This is an optimization exercise on Yosys and OpenROAD, whose aim is small area, a short achievable clock period and few clock cycles per item, not a production implementation.
The RTL of this run was laid out without a check of its function.

==> flow/design.v <==
module MultDivUnit (clk,rst_n,opCode,lOp,rOp,result,done,valid,divByZero,divOverflow);
  input clk;
  input rst_n;
  input [2:0] opCode;
  input valid;
  input [31:0] lOp; 
  input [31:0] rOp; 
  output [31:0] result;
  output done;
  output divByZero;
  output divOverflow;
  localparam W = 35;
  localparam [2:0] S_IDLE   = 3'd0,
                   S_MUL    = 3'd1,
                   S_MFIX   = 3'd2,
                   S_DPREP  = 3'd3,
                   S_DSHIFT = 3'd4,
                   S_DITER  = 3'd5,
                   S_DFIX   = 3'd6,
                   S_DONE   = 3'd7;
  logic [2:0]   state;
  logic [2:0]   op;
  logic [5:0]   cnt;
  logic [W-1:0] X;      
  logic [32:0]  PH;     
  logic [31:0]  PL;     
  logic         bprev;  
  logic         negA;   
  logic         negB;   
  logic         dz;
  logic         ovf;
  logic         resPH;  
  function automatic [5:0] bitlen32(input [31:0] v);
    integer i;
    bitlen32 = 6'd0;
    for (i = 0; i < 32; i = i + 1)
      if (v[i]) bitlen32 = i + 1;
  endfunction
  wire in_signedA = (opCode == 3'b001) | (opCode == 3'b010) | (opCode == 3'b100) | (opCode == 3'b110);
  wire in_signedB = (opCode == 3'b001) | (opCode == 3'b100) | (opCode == 3'b110);
  wire in_dz  = opCode[2] & (lOp == 32'd0);
  wire in_ovf = opCode[2] & ~opCode[0] & (rOp == 32'h80000000) & (&lOp);
  logic         enA, invA, selX, sel2X, selPL, invB, cin;
  logic [W-1:0] opA, mag, sum;
  always_comb begin
    enA = 1'b1; invA = 1'b0; selX = 1'b0; sel2X = 1'b0; selPL = 1'b0; invB = 1'b0; cin = 1'b0;
    case (state)
      S_MUL: begin
        selX  = PL[0] ^ bprev;
        sel2X = (PL[1] & ~PL[0] & ~bprev) | (~PL[1] & PL[0] & bprev);
        invB  = PL[1] & ~(PL[0] & bprev);
        cin   = invB;
      end
      S_MFIX: begin
        selX = 1'b1;
      end
      S_DPREP: begin
        invA = negA; cin = negA;
      end
      S_DITER: begin
        selX = 1'b1; invB = ~X[W-1]; cin = ~X[W-1];
      end
      S_DFIX: begin
        if (op[1]) begin  
          invA = 1'b1; cin = 1'b1;
        end else begin    
          enA = 1'b0; selPL = 1'b1; invB = 1'b1; cin = 1'b1;
        end
      end
      default: ;
    endcase
  end
  assign opA = ({{(W-33){PH[32]}}, PH} & {W{enA}}) ^ {W{invA}};
  assign mag = ({W{selX}} & X) | ({W{sel2X}} & {X[W-2:0], 1'b0}) | ({W{selPL}} & {{(W-32){1'b0}}, PL});
  assign sum = opA + (mag ^ {W{invB}}) + {{(W-1){1'b0}}, cin};
  wire [5:0] nA = bitlen32(PH[31:0] ^ {32{PH[32]}}) + {5'd0, PH[32]};
  wire [5:0] nB = bitlen32(X[31:0] ^ {32{X[W-1]}});
  wire [6:0] dd = {1'b0, nA} - {1'b0, nB};
  wire       qbit = ~sum[W-1];
  always_ff @(posedge clk or negedge rst_n) begin
    if (~rst_n) state <= S_IDLE;
    else begin
      case (state)
        S_IDLE:   if (valid) state <= (in_dz | in_ovf) ? S_DONE : (opCode[2] ? S_DPREP : S_MUL);
        S_MUL:    if (cnt == 6'd0) state <= (op[1] & negB) ? S_MFIX : S_DONE;
        S_MFIX:   state <= S_DONE;
        S_DPREP:  state <= dd[6] ? S_DONE : S_DSHIFT;
        S_DSHIFT: state <= S_DITER;
        S_DITER:  if (cnt == 6'd0) state <= ((op[1] ? negA : (negA ^ negB)) & ~op[0]) ? S_DFIX : S_DONE;
        S_DFIX:   state <= S_DONE;
        default:  state <= S_IDLE;
      endcase
    end
  end
  always_ff @(posedge clk) begin
    case (state)
      S_IDLE: if (valid) begin
        op    <= opCode;
        dz    <= in_dz;
        ovf   <= in_ovf;
        resPH <= 1'b0;
        bprev <= 1'b0;
        cnt   <= 6'd15;
        if (opCode[2]) begin
          X    <= {{(W-32){in_signedB & lOp[31]}}, lOp};
          PH   <= {in_signedA & rOp[31], rOp};
          PL   <= 32'd0;
          negA <= in_signedA & rOp[31];
          negB <= in_signedB & lOp[31];
        end else begin
          X    <= {{(W-32){in_signedA & rOp[31]}}, rOp};
          PH   <= 33'd0;
          PL   <= lOp;
          negB <= lOp[31];
        end
      end
      S_MUL: begin
        PH    <= sum[W-1:2];
        PL    <= {sum[1:0], PL[31:2]};
        bprev <= PL[1];
        cnt   <= cnt - 6'd1;
      end
      S_MFIX: PH <= sum[32:0];
      S_DPREP: begin
        if (~dd[6]) begin
          PH  <= sum[32:0];
          cnt <= dd[5:0];
        end
      end
      S_DSHIFT: X <= X << cnt;
      S_DITER: begin
        if (qbit) PH <= sum[32:0];
        PL  <= {PL[30:0], qbit};
        X   <= {X[W-1], X[W-1:1]};
        cnt <= cnt - 6'd1;
      end
      S_DFIX: begin
        PH    <= sum[32:0];
        resPH <= 1'b1;
      end
      default: ;
    endcase
  end
  wire selLow = (op == 3'b000) | ((op[2:1] == 2'b10) & ~resPH);
  assign result      = selLow ? PL : PH[31:0];
  assign done        = (state == S_DONE);
  assign divByZero   = dz;
  assign divOverflow = ovf;
endmodule
==> flow/run.sh <==
#!/bin/bash
# synth_recipe.tcl (not shown) runs the flow's synth.tcl, then flattens the netlist and writes it again
# the make line also repeats each setting of config.mk as NAME=value (left out here)
make -C /OpenROAD-flow-scripts/flow DESIGN_CONFIG=/design/flow/config.mk WORK_HOME=/design/flow/orfs CLKGATE_MAP_FILE= SYNTH_SCRIPT=/design/flow/synth_recipe.tcl finish
==> flow/config.mk <==
export PLATFORM = sky130hd
export DESIGN_NAME = MultDivUnit
export DESIGN_NICKNAME = MultDivUnit
export VERILOG_FILES = /design/flow/design.v
export SDC_FILE = /design/flow/constraint.sdc
export NUM_CORES = 4
export LEC_CHECK = 0
export CAP_MARGIN = 20
export CORE_MARGIN = 2
export CORE_UTILIZATION = 40
export SLEW_MARGIN = 20
==> flow/constraint.sdc <==
create_clock -name core_clock -period 9.5 [get_ports {clk}]
set_input_delay 1.9000 -clock core_clock [delete_from_list [all_inputs] [get_ports {clk}]]
set_output_delay 1.9000 -clock core_clock [all_outputs]
set_load 0.01 [all_outputs]
==> results.json <==
{
  "synth_mux_area_share_pct": 13.9,
  "hold_path.class": "reg -> reg",
  "synth_top_area_share_pct": 26.1,
  "setup_viol": 0,
  "htree_levels": 4,
  "synthTopCellsByArea": "edfxtp_1, mux2i_1, xnor2_1",
  "die_y_um": 186,
  "synth_warnings": 1,
  "fp-row-count": 66,
  "clock-sinks": 118,
  "yosysMostFrequentCell": "nand2_1",
  "layout-drive-gt1-share_pct": 11.4,
  "grt_pass1_vias": 12245,
  "yosysTopAreaCell": "edfxtp_1",
  "r2r_slack_ps": 2810,
  "wl_met1_um": 22400,
  "synth.avg_cell_area_sq_um": 8.45,
  "syn_area_sq_mm": 0.0132,
  "clockRootBuffer": "clkbuf_16",
  "whs_path_depth": 3,
  "whs_ps": 727,
  "final_area_sq_mm": 0.0151,
  "cp.arrival_ps": 6760,
  "drc_errors": 0,
  "outcome": "finished clean",
  "portBuffers": 104,
  "synth_fp_nets": 1683,
  "clock_latency_ps": 430,
  "rsz0062_at_grt": "false",
  "top_layer": "met4",
  "setup_tns_ps": 0,
  "drtAntennaViolNets": 0,
  "wl_met2_um": 23100,
  "antenna_found_initial": 0,
  "met3_length_um": 5010,
  "finalCritPeriodShare_pct": 70.4,
  "tightestPinTransition_ps": 1150,
  "syn_inst": 1567,
  "grt_max_degree": 73,
  "slew_viol_final": 0,
  "cts-buffers-inserted": 17,
  "synthSimpleGateAreaFrac_pct": 19.1,
  "dpl_cell_area_sq_mm": 0.0145,
  "syn_to_final_growth_pct": 14.0,
  "path_common_cell": "buf_4",
  "ys.flop_type": "edfxtp_1",
  "ff2ff_path_depth": 19,
  "finalHoldViolCount": 0,
  "clk_pin_slew_worst_paths_ps": 60,
  "dpl.hpwl_um": 39000,
  "skew_ps": 10.6,
  "synth_compound_area_share_pct": 23.5,
  "synth_xor_area_share_pct": 7.14,
  "cp_slowest_cell": "nand2_2",
  "synth_edf_count": 115,
  "criticalPathCategory": "reg -> reg",
  "grt_usage_pct": 30.1,
  "synth_common_cells": "nand2_1, nor2_1, edfxtp_1",
  "critPathMaxStageDelay_ps": 620,
  "setup_ws_ps": 2810,
  "synth_top_family_by_area": "compound AO/OA/AOI/OAI gates",
  "wl_per_cell_um": 25.7,
  "cts_buffer_depth": 2,
  "die_w_um": 186,
  "place.gp.congestion": 0.947,
  "cp.required_ps": 9570,
  "grt_overflow": 0,
  "core_sq_mm": 0.0325,
  "pre_cts_ws_ps": 2990,
  "cp_max_fo": 45,
  "die_area_sq_mm": 0.0346,
  "layoutNonFillerInstCount": 2036,
  "synth-seq-area-share_pct": 26.6,
  "post_cts_buffers": 0,
  "cp-end-kind": "flip-flop",
  "ys_ff_latch": 118,
  "dp.cells": 2004,
  "cts_resized": 0,
  "final_core_util_pct": 46.4,
  "io_pins": 105,
  "yosys.area_share.adder_pct": 4.52,
  "crit_chain": "buf_4 -> inv_2 -> or2_1 -> inv_2 -> nand2_2 -> nand2_2 -> buf_4 -> xnor2_1 -> ha_1 -> nor2b_1 -> o31a_1 -> o21ai_1 -> a21oi_2 -> o31ai_1 -> a21oi_1 -> o21ai_1 -> a31oi_1 -> a221oi_4 -> buf_4",
  "start_kind": "flip-flop",
  "clock.fmax_mhz": 150,
  "slew-limit-headroom_pct": 23.2,
  "grt_pass1_wl_um": 77300,
  "ys_async_sr_fraction_pct": 2.54,
  "firstDrtPassIters": 10,
  "wirelength_um": 52400,
  "start_util_pct": 40.7,
  "num_vias": 13301,
  "synth_cell_types": 88,
  "tritoncts": "yes",
  "viasPerCell": 6.53,
  "drt_iter0_drc": 1893,
  "drv_cap": 0,
  "hold_buffers": 0,
  "min_period_ps": 6690,
  "final_nets": 1697,
  "diodes": 0
}
[worst max-delay path: cells and delay by family, from the launching register on]
| family | cells | cell delay (ps) |
|---|---|---|
| and+or+nand+nor | 4 | 1610 |
| AOI/OAI and AO/OA | 8 | 1890 |
| buffers and inverters | 5 | 1830 |
| adders and majority gates | 1 | 380 |
| xor gates and xnor gates | 1 | 160 |
| DFF | 1 | 340 |
[cell families after synthesis]
kind of cell / after synthesis
buf+inv: 173
mux: 157
simple gates: 541
fa+ha+maj: 46
xor+xnor: 108
compound gates: 424
flops: 118
[area by class of cell]
class	instances	area, sq um
inverters	39	146
clock inverters	13	134
repair buffers	129	1220
fillers	3180	17400
flip-flops and latches	118	3530
multi-input cells	1276	9080
well taps	442	553
clock buffers	19	433
[path summary, 6_finish.rpt]
check                               from       end
worst max-delay path            state[2]    PH[26]
worst min-delay path                negB  state[2]
worst max register to register  state[2]    PH[26]
worst min register to register      negB  state[2]
max in group asynchronous          rst_n  state[2]
min in group asynchronous          rst_n  state[2]
[metal layers]
layer | GRT usage [%] | vias up
met2 | 46.7 | 814
met4 | 10.3 | 0
met1 | 42.3 | 6402
met5 | 0 | -
li1 | - | 5977
met3 | 5.24 | 108
[flip-flops by register name, summed over array words and instances (netlist names), 3 cells and up]
| signal | flops |
|---|---|
| X | 35 |
| PH | 33 |
| PL | 32 |
| cnt | 6 |
| op | 3 |
| state | 3 |
[placed cells by master (no fill, tap or decap), types with 32 or more instances in the layout]
cell / instances
a21oi_1: 78
clkdlybuf4s50_1: 103
edfxtp_1: 115
ha_1: 43
inv_1: 36
mux2_2: 44
mux2i_1: 96
nand2_1: 195
nand3_1: 41
nor2_1: 122
nor3_1: 32
o21ai_0: 56
o221ai_1: 46
xnor2_1: 89

-- static timing again, ports no longer ideal --
The flow's constraints put no driver on any port. The routed layout listed below was extracted and timed again, unchanged, in two steps.
Step 1 (the two cells are an assumption about what drives the block):
set clk [get_ports {clk}]
set_driving_cell -lib_cell sky130_fd_sc_hd__clkbuf_16 $clk
set_driving_cell -lib_cell sky130_fd_sc_hd__buf_2 [delete_from_list [all_inputs] $clk]
Step 2 adds t to the input delays and takes it off the output delays; t is the mean of the earliest and latest rising clock arrival at the registers after step 1. Input paths then give back, and output paths get back, about the clock's delay inside the block.
Three values: ideal ports, drivers, drivers and shift; two values: the first two.
t, ns: 0.475
setup WS [ns]: 2.812 / 2.812 / 2.812
hold WS [ns]: 0.727 / 0.727 / 0.727
worst setup path at the end: register to register
slew at the worst register clock pin (ns): 0.06 / 0.06
After both steps this run still meets setup and hold. The setup slack of this run moves by 0.000 ns with the drivers and by 0.000 ns with both steps.
